Source: an optimization exercise on an open RTL-to-GDS flow (aim: small area, a short achievable clock period and few clock cycles per item). Production flows keep margins and buffers that such runs may drop. RTL that was checked went through simulation tests only; none was proved equivalent to the original.

==> flow/design.v <==
module rom (
	input  [2:0]  addr,
	output [15:0] q
);
	assign q = (addr == 3'd0) ? 16'ha062 : (addr == 3'd1) ? 16'h04ea :
	           (addr == 3'd2) ? 16'hdbba : (addr == 3'd3) ? 16'h4042 :
	           (addr == 3'd4) ? 16'hbfbe : (addr == 3'd5) ? 16'h2446 :
	           (addr == 3'd6) ? 16'hfb16 : 16'h5f9e;
endmodule
module cordic_core (
	input             clk, rst, en,
	input      [15:0] z,
	input      [15:0] q,
	output     [2:0]  addr,
	output reg        done,
	output     [15:0] x, y
);
	reg               busy;
	reg        [3:0]  m;       
	reg signed [15:0] xr, yr, zr;
	reg               inr;     
	reg               dn;      
	reg        [2:0]  kd;      
	reg        [3:0]  zs;      
	wire accept = en & ~busy;
	wire inr_v  = (zr[15:10] == 6'b000000) | (zr[15:10] == 6'b111111);
	function lt;
		input [15:0] a, c;
		integer i;
		begin
			lt = 1'b0;
			for (i = 0; i < 16; i = i + 1)
				if (c[i] ^ (i == 15))
					lt = ~(a[i] ^ (i == 15)) | lt;
				else
					lt = ~(a[i] ^ (i == 15)) & lt;
		end
	endfunction
	wire d0 = z[15];
	wire d1 = d0 ? lt(z, -16'sd12868) : lt(z, 16'sd12868);
	wire d2 = d0 ? (d1 ? lt(z, -16'sd20464) : lt(z, -16'sd5272))
	             : (d1 ? lt(z,  16'sd5272)  : lt(z,  16'sd20464));
	wire [15:0] x2 = (d1 == d0) ? (d0 ? 16'h136e : 16'h136f) : (d0 ? 16'h3a4c : 16'h3a4b);
	wire [15:0] y2 = d1 ? (d0 ? 16'hc5b5 : 16'h136f) : (d0 ? 16'hec91 : 16'h3a4b);
	wire signed [15:0] yc = yr ^ {16{~dn}};
	wire signed [15:0] xc = xr ^ {16{dn}};
	wire signed [15:0] yc2 = yc >>> 2;
	wire signed [15:0] xc2 = xc >>> 2;
	wire        [15:0] oy = yc2 >>> m;
	wire        [15:0] ox = xc2 >>> m;
	wire        [15:0] qa = ({16{zs[1]}} & 16'h07f5) | ({16{zs[2]}} & 16'h03ff);
	wire        [15:0] oz = zs[0] ? q : (qa ^ {16{~dn}});
	wire               cz = ~zs[0] & ~dn;
	wire        [16:0] sx = {xr, 1'b1} + {oy, ~dn};
	wire        [16:0] sy = {yr, 1'b1} + {ox, dn};
	wire        [16:0] sz = {zr, 1'b1} + {oz, cz};
	always @(posedge clk) begin
		if (accept) begin
			xr <= x2;
			yr <= y2;
			zr <= z;
			dn <= d2;
			m  <= 4'd0;
			zs <= 4'b0001;
		end else begin
			xr <= sx[16:1];
			yr <= sy[16:1];
			zr <= (|zs[2:0]) ? sz[16:1] : {zr[15], zr[13:0], 1'b0};
			m  <= m + 4'd1;
			zs <= {zs[2:0], 1'b0};
			if (|zs[2:0])
				dn <= sz[16];
			else if (zs[3] ? inr_v : inr)
				dn <= ~zr[9];
			else
				dn <= zr[15];
		end
		if (zs[3])
			inr <= inr_v;
		kd <= {d2, d1, d0};    
	end
	always @(posedge clk, posedge rst) begin
		if (rst) begin
			busy <= 1'b0;
			done <= 1'b0;
		end else begin
			busy <= accept | (busy & (m != 4'd12));
			done <= busy & (m == 4'd12);
		end
	end
	assign addr = kd;
	assign x = xr;
	assign y = yr;
endmodule
module cordic (
	input                clk, rst, en,
	output               done,
	input  signed [15:0] z,
	output signed [15:0] x, y
);
	wire [2:0]  rom_addr;
	wire [15:0] rom_data;
	cordic_core u_cordic_core (
		.clk(clk), .rst(rst), .en(en), .z(z),
		.addr(rom_addr), .q(rom_data),
		.done(done), .x(x), .y(y)
	);
	rom u_rom (.addr(rom_addr), .q(rom_data));
endmodule
Settings: LEC_CHECK=0, ABC_AREA=1, CAP_MARGIN=20, CORE_MARGIN=2, CORE_UTILIZATION=60, GPL_TIMING_DRIVEN=1, SETUP_SLACK_MARGIN=2.8, SLEW_MARGIN=20; clock period 6.0 ns.
run.sh (not shown) runs the stock make flow with config.mk's settings and CLKGATE_MAP_FILE= SYNTH_SCRIPT=/design/flow/synth_recipe.tcl, a recipe that flattens the netlist after the stock synthesis.
The baseline went through all stages and came out clean.
Testbench counts at the start, summed over its fixed seeds: cycles 33,600, items 2,400.
Then changed:
==> flow/design.v (replaced) <==
module rom (
	input  [3:0]  addr,
	output [15:0] q
);
	assign q = (addr[1:0] == 2'd1) ? 16'h1dac :
	           (addr[1:0] == 2'd2) ? 16'h0fae :
	           (addr[1:0] == 2'd3) ? 16'h07f5 :
	           16'h03ff;
endmodule
module cordic_core (
	input             clk, rst, en,
	input      [15:0] z,
	input      [15:0] q,
	output     [3:0]  addr,
	output reg        done,
	output     [15:0] x, y
);
	reg               busy;
	reg        [3:0]  n;
	reg signed [15:0] xr, yr, zr;
	reg               inr;     
	reg               dn;      
	reg        [2:0]  kd;      
	reg        [3:0]  zs;      
	wire accept = en & ~busy;
	wire inr_v  = (zr[15:10] == 6'b000000) | (zr[15:10] == 6'b111111);
	function lt;
		input [15:0] a, c;
		integer i;
		begin
			lt = 1'b0;
			for (i = 0; i < 16; i = i + 1)
				if (c[i] ^ (i == 15))
					lt = ~(a[i] ^ (i == 15)) | lt;
				else
					lt = ~(a[i] ^ (i == 15)) & lt;
		end
	endfunction
	wire d0 = z[15];
	wire d1 = d0 ? lt(z, -16'sd12868) : lt(z, 16'sd12868);
	wire d2 = d0 ? (d1 ? lt(z, -16'sd20464) : lt(z, -16'sd5272))
	             : (d1 ? lt(z,  16'sd5272)  : lt(z,  16'sd20464));
	wire [15:0] x2 = (d1 == d0) ? (d0 ? 16'h136e : 16'h136f) : (d0 ? 16'h3a4c : 16'h3a4b);
	wire [15:0] y2 = d1 ? (d0 ? 16'hc5b5 : 16'h136f) : (d0 ? 16'hec91 : 16'h3a4b);
	wire [15:0] kz = (kd == 3'd0) ? 16'ha062 : (kd == 3'd1) ? 16'h04ea :
	                 (kd == 3'd2) ? 16'hdbba : (kd == 3'd3) ? 16'h4042 :
	                 (kd == 3'd4) ? 16'hbfbe : (kd == 3'd5) ? 16'h2446 :
	                 (kd == 3'd6) ? 16'hfb16 : 16'h5f9e;
	wire signed [15:0] ysh = yr >>> n;
	wire signed [15:0] xsh = xr >>> n;
	wire        [15:0] oy = ysh ^ {16{~dn}};
	wire        [15:0] ox = xsh ^ {16{dn}};
	wire        [15:0] qa = ({16{zs[1]}} & 16'h07f5) | ({16{zs[2]}} & 16'h03ff);
	wire        [15:0] oz = zs[0] ? kz : (qa ^ {16{~dn}});
	wire               cz = ~zs[0] & ~dn;
	wire        [16:0] sx = {xr, 1'b1} + {oy, ~dn};
	wire        [16:0] sy = {yr, 1'b1} + {ox, dn};
	wire        [16:0] sz = {zr, 1'b1} + {oz, cz};
	always @(posedge clk) begin
		if (accept) begin
			xr <= x2;
			yr <= y2;
			zr <= z;
			dn <= d2;
			n  <= 4'd2;
			zs <= 4'b0001;
		end else begin
			xr <= sx[16:1];
			yr <= sy[16:1];
			zr <= (|zs[2:0]) ? sz[16:1] : {zr[15], zr[13:0], 1'b0};
			n  <= n + 4'd1;
			zs <= {zs[2:0], 1'b0};
			if (|zs[2:0])
				dn <= sz[16];
			else if (zs[3] ? inr_v : inr)
				dn <= ~zr[9];
			else
				dn <= zr[15];
		end
		if (zs[3])
			inr <= inr_v;
		kd <= {d2, d1, d0};    
	end
	always @(posedge clk, posedge rst) begin
		if (rst) begin
			busy <= 1'b0;
			done <= 1'b0;
		end else begin
			busy <= accept | (busy & (n != 4'd14));
			done <= busy & (n == 4'd14);
		end
	end
	assign addr = n;
	assign x = xr;
	assign y = yr;
endmodule
module cordic (
	input                clk, rst, en,
	output               done,
	input  signed [15:0] z,
	output signed [15:0] x, y
);
	wire [3:0]  rom_addr;
	wire [15:0] rom_data;
	cordic_core u_cordic_core (
		.clk(clk), .rst(rst), .en(en), .z(z),
		.addr(rom_addr), .q(rom_data),
		.done(done), .x(x), .y(y)
	);
	rom u_rom (.addr(rom_addr), .q(rom_data));
endmodule
Sequential share of layout area fell by 0.53 points.
Die area went up by 2.7%.
First-iteration DRC count increases by 32%.
Synthesized area came out higher by 2.8%.
Testbench counts after the change, summed over its fixed seeds: cycles 33,600, items 2,400.

---

cordic with an RTL version that a note above also has.
Size: roughly 980 cells after synthesis, roughly 63 flip-flops, ~52 I/O pins.
==> flow/design.v (excerpt) <==
module cordic (
	input                clk, rst, en,
	output               done,
	input  signed [15:0] z,
	output signed [15:0] x, y
);
==> module cordic_core, before the edit <==
module cordic_core (
	input             clk, rst, en,
	input      [15:0] z,
	input      [15:0] q,
	output     [3:0]  addr,
	output reg        done,
	output     [15:0] x, y
);
	reg               busy;
	reg        [3:0]  n;
	reg signed [15:0] xr, yr, zr;
	reg               inr;     
	reg               dn;      
	reg        [2:0]  kd;      
	reg        [3:0]  zs;      
	wire accept = en & ~busy;
	wire inr_v  = (zr[15:10] == 6'b000000) | (zr[15:10] == 6'b111111);
	function lt;
		input [15:0] a, c;
		integer i;
		begin
			lt = 1'b0;
			for (i = 0; i < 16; i = i + 1)
				if (c[i] ^ (i == 15))
					lt = ~(a[i] ^ (i == 15)) | lt;
				else
					lt = ~(a[i] ^ (i == 15)) & lt;
		end
	endfunction
	wire d0 = z[15];
	wire d1 = d0 ? lt(z, -16'sd12868) : lt(z, 16'sd12868);
	wire d2 = d0 ? (d1 ? lt(z, -16'sd20464) : lt(z, -16'sd5272))
	             : (d1 ? lt(z,  16'sd5272)  : lt(z,  16'sd20464));
	wire [15:0] x2 = (d1 == d0) ? (d0 ? 16'h136e : 16'h136f) : (d0 ? 16'h3a4c : 16'h3a4b);
	wire [15:0] y2 = d1 ? (d0 ? 16'hc5b5 : 16'h136f) : (d0 ? 16'hec91 : 16'h3a4b);
	wire [15:0] kz = (kd == 3'd0) ? 16'ha062 : (kd == 3'd1) ? 16'h04ea :
	                 (kd == 3'd2) ? 16'hdbba : (kd == 3'd3) ? 16'h4042 :
	                 (kd == 3'd4) ? 16'hbfbe : (kd == 3'd5) ? 16'h2446 :
	                 (kd == 3'd6) ? 16'hfb16 : 16'h5f9e;
	wire signed [15:0] ysh = yr >>> n;
	wire signed [15:0] xsh = xr >>> n;
	wire        [15:0] oy = ysh ^ {16{~dn}};
	wire        [15:0] ox = xsh ^ {16{dn}};
	wire        [15:0] qa = ({16{zs[1]}} & 16'h07f5) | ({16{zs[2]}} & 16'h03ff);
	wire        [15:0] oz = zs[0] ? kz : (qa ^ {16{~dn}});
	wire               cz = ~zs[0] & ~dn;
	wire        [16:0] sx = {xr, 1'b1} + {oy, ~dn};
	wire        [16:0] sy = {yr, 1'b1} + {ox, dn};
	wire        [16:0] sz = {zr, 1'b1} + {oz, cz};
	always @(posedge clk) begin
		if (accept) begin
			xr <= x2;
			yr <= y2;
			zr <= z;
			dn <= d2;
			n  <= 4'd2;
			zs <= 4'b0001;
		end else begin
			xr <= sx[16:1];
			yr <= sy[16:1];
			zr <= (|zs[2:0]) ? sz[16:1] : {zr[15], zr[13:0], 1'b0};
			n  <= n + 4'd1;
			zs <= {zs[2:0], 1'b0};
			if (|zs[2:0])
				dn <= sz[16];
			else if (zs[3] ? inr_v : inr)
				dn <= ~zr[9];
			else
				dn <= zr[15];
		end
		if (zs[3])
			inr <= inr_v;
		kd <= {d2, d1, d0};    
	end
	always @(posedge clk, posedge rst) begin
		if (rst) begin
			busy <= 1'b0;
			done <= 1'b0;
		end else begin
			busy <= accept | (busy & (n != 4'd14));
			done <= busy & (n == 4'd14);
		end
	end
	assign addr = n;
	assign x = xr;
	assign y = yr;
endmodule
make LEC_CHECK=0 ABC_AREA=1 CAP_MARGIN=20 CORE_MARGIN=2 CORE_UTILIZATION=60 GPL_TIMING_DRIVEN=1 SETUP_SLACK_MARGIN=3.0 SLEW_MARGIN=20 finish   # period 6.0 ns
Testbench counts at the start, summed over its fixed seeds: cycles 33,600, items 2,400.
Change:
--- a/flow/design.v
+++ b/flow/design.v
@@ -44,14 +44,14 @@
 	wire [15:0] y2 = d1 ? (d0 ? 16'hc5b5 : 16'h136f) : (d0 ? 16'hec91 : 16'h3a4b);
 	wire [15:0] kz = (kd == 3'd0) ? 16'ha062 : (kd == 3'd1) ? 16'h04ea :
 	                 (kd == 3'd2) ? 16'hdbba : (kd == 3'd3) ? 16'h4042 :
 	                 (kd == 3'd4) ? 16'hbfbe : (kd == 3'd5) ? 16'h2446 :
 	                 (kd == 3'd6) ? 16'hfb16 : 16'h5f9e;
-	wire signed [15:0] ysh = yr >>> n;
-	wire signed [15:0] xsh = xr >>> n;
-	wire        [15:0] oy = ysh ^ {16{~dn}};
-	wire        [15:0] ox = xsh ^ {16{dn}};
+	wire signed [15:0] yc = yr ^ {16{~dn}};
+	wire signed [15:0] xc = xr ^ {16{dn}};
+	wire        [15:0] oy = yc >>> n;
+	wire        [15:0] ox = xc >>> n;
 	wire        [15:0] qa = ({16{zs[1]}} & 16'h07f5) | ({16{zs[2]}} & 16'h03ff);
 	wire        [15:0] oz = zs[0] ? kz : (qa ^ {16{~dn}});
 	wire               cz = ~zs[0] & ~dn;
 	wire        [16:0] sx = {xr, 1'b1} + {oy, ~dn};
 	wire        [16:0] sy = {yr, 1'b1} + {ox, dn};
Non-clock buffer count shrinks by 4.
Setup slack gains 77 ps.
Critical path depth shrinks by 3.
Sequential share of layout area hardly moves.
Utilization grows by 1.7 points.
Clock skew shrinks by 7.1 ps.
Routed wire length shrinks by a little under a tenth.
Area after synthesis shrinks slightly.
Clock-buffer cell count shrinks by 2.
No functional check of the RTL was part of the second run of this note.

[static timing again, ports no longer ideal]
The flow's constraints put no driver on any port. The routed layouts listed below were extracted and timed again, unchanged, in two steps. Step 1: set_driving_cell puts a clkbuf_16 on clk and a buf_2 on each other input, an assumption about the parent block. Step 2 times the ports against the registers' clock, not the clock port: input delays grow and output delays shrink by t, the midpoint of the rising clock arrivals with the driver on. Slacks: no drivers / after step 1 / after step 2; pairs: no drivers / after step 1.
run | t, ns | setup slack, ns | worst register clock-pin slew, ns | worst slew at a driven data input, ns
the first run of note 1 | 0.401 | 2.932 / 2.932 / 2.601 | 0.07 / 0.07 | 0.03
the second run of note 1 | 0.406 | 2.943 / 2.943 / 2.591 | 0.09 / 0.09 | 0.03
the first run of note 2 | 0.413 | 2.918 / 2.918 / 2.723 | 0.09 / 0.09 | 0.03
the second run of note 2 | 0.388 | 2.995 / 2.995 / 2.733 | 0.08 / 0.08 | 0.03
After both steps setup and hold are still met in every run listed. For the second run of note 1, which loses most, drivers alone change the setup slack by 0.000 ns; drivers and shift together by -0.352 ns.
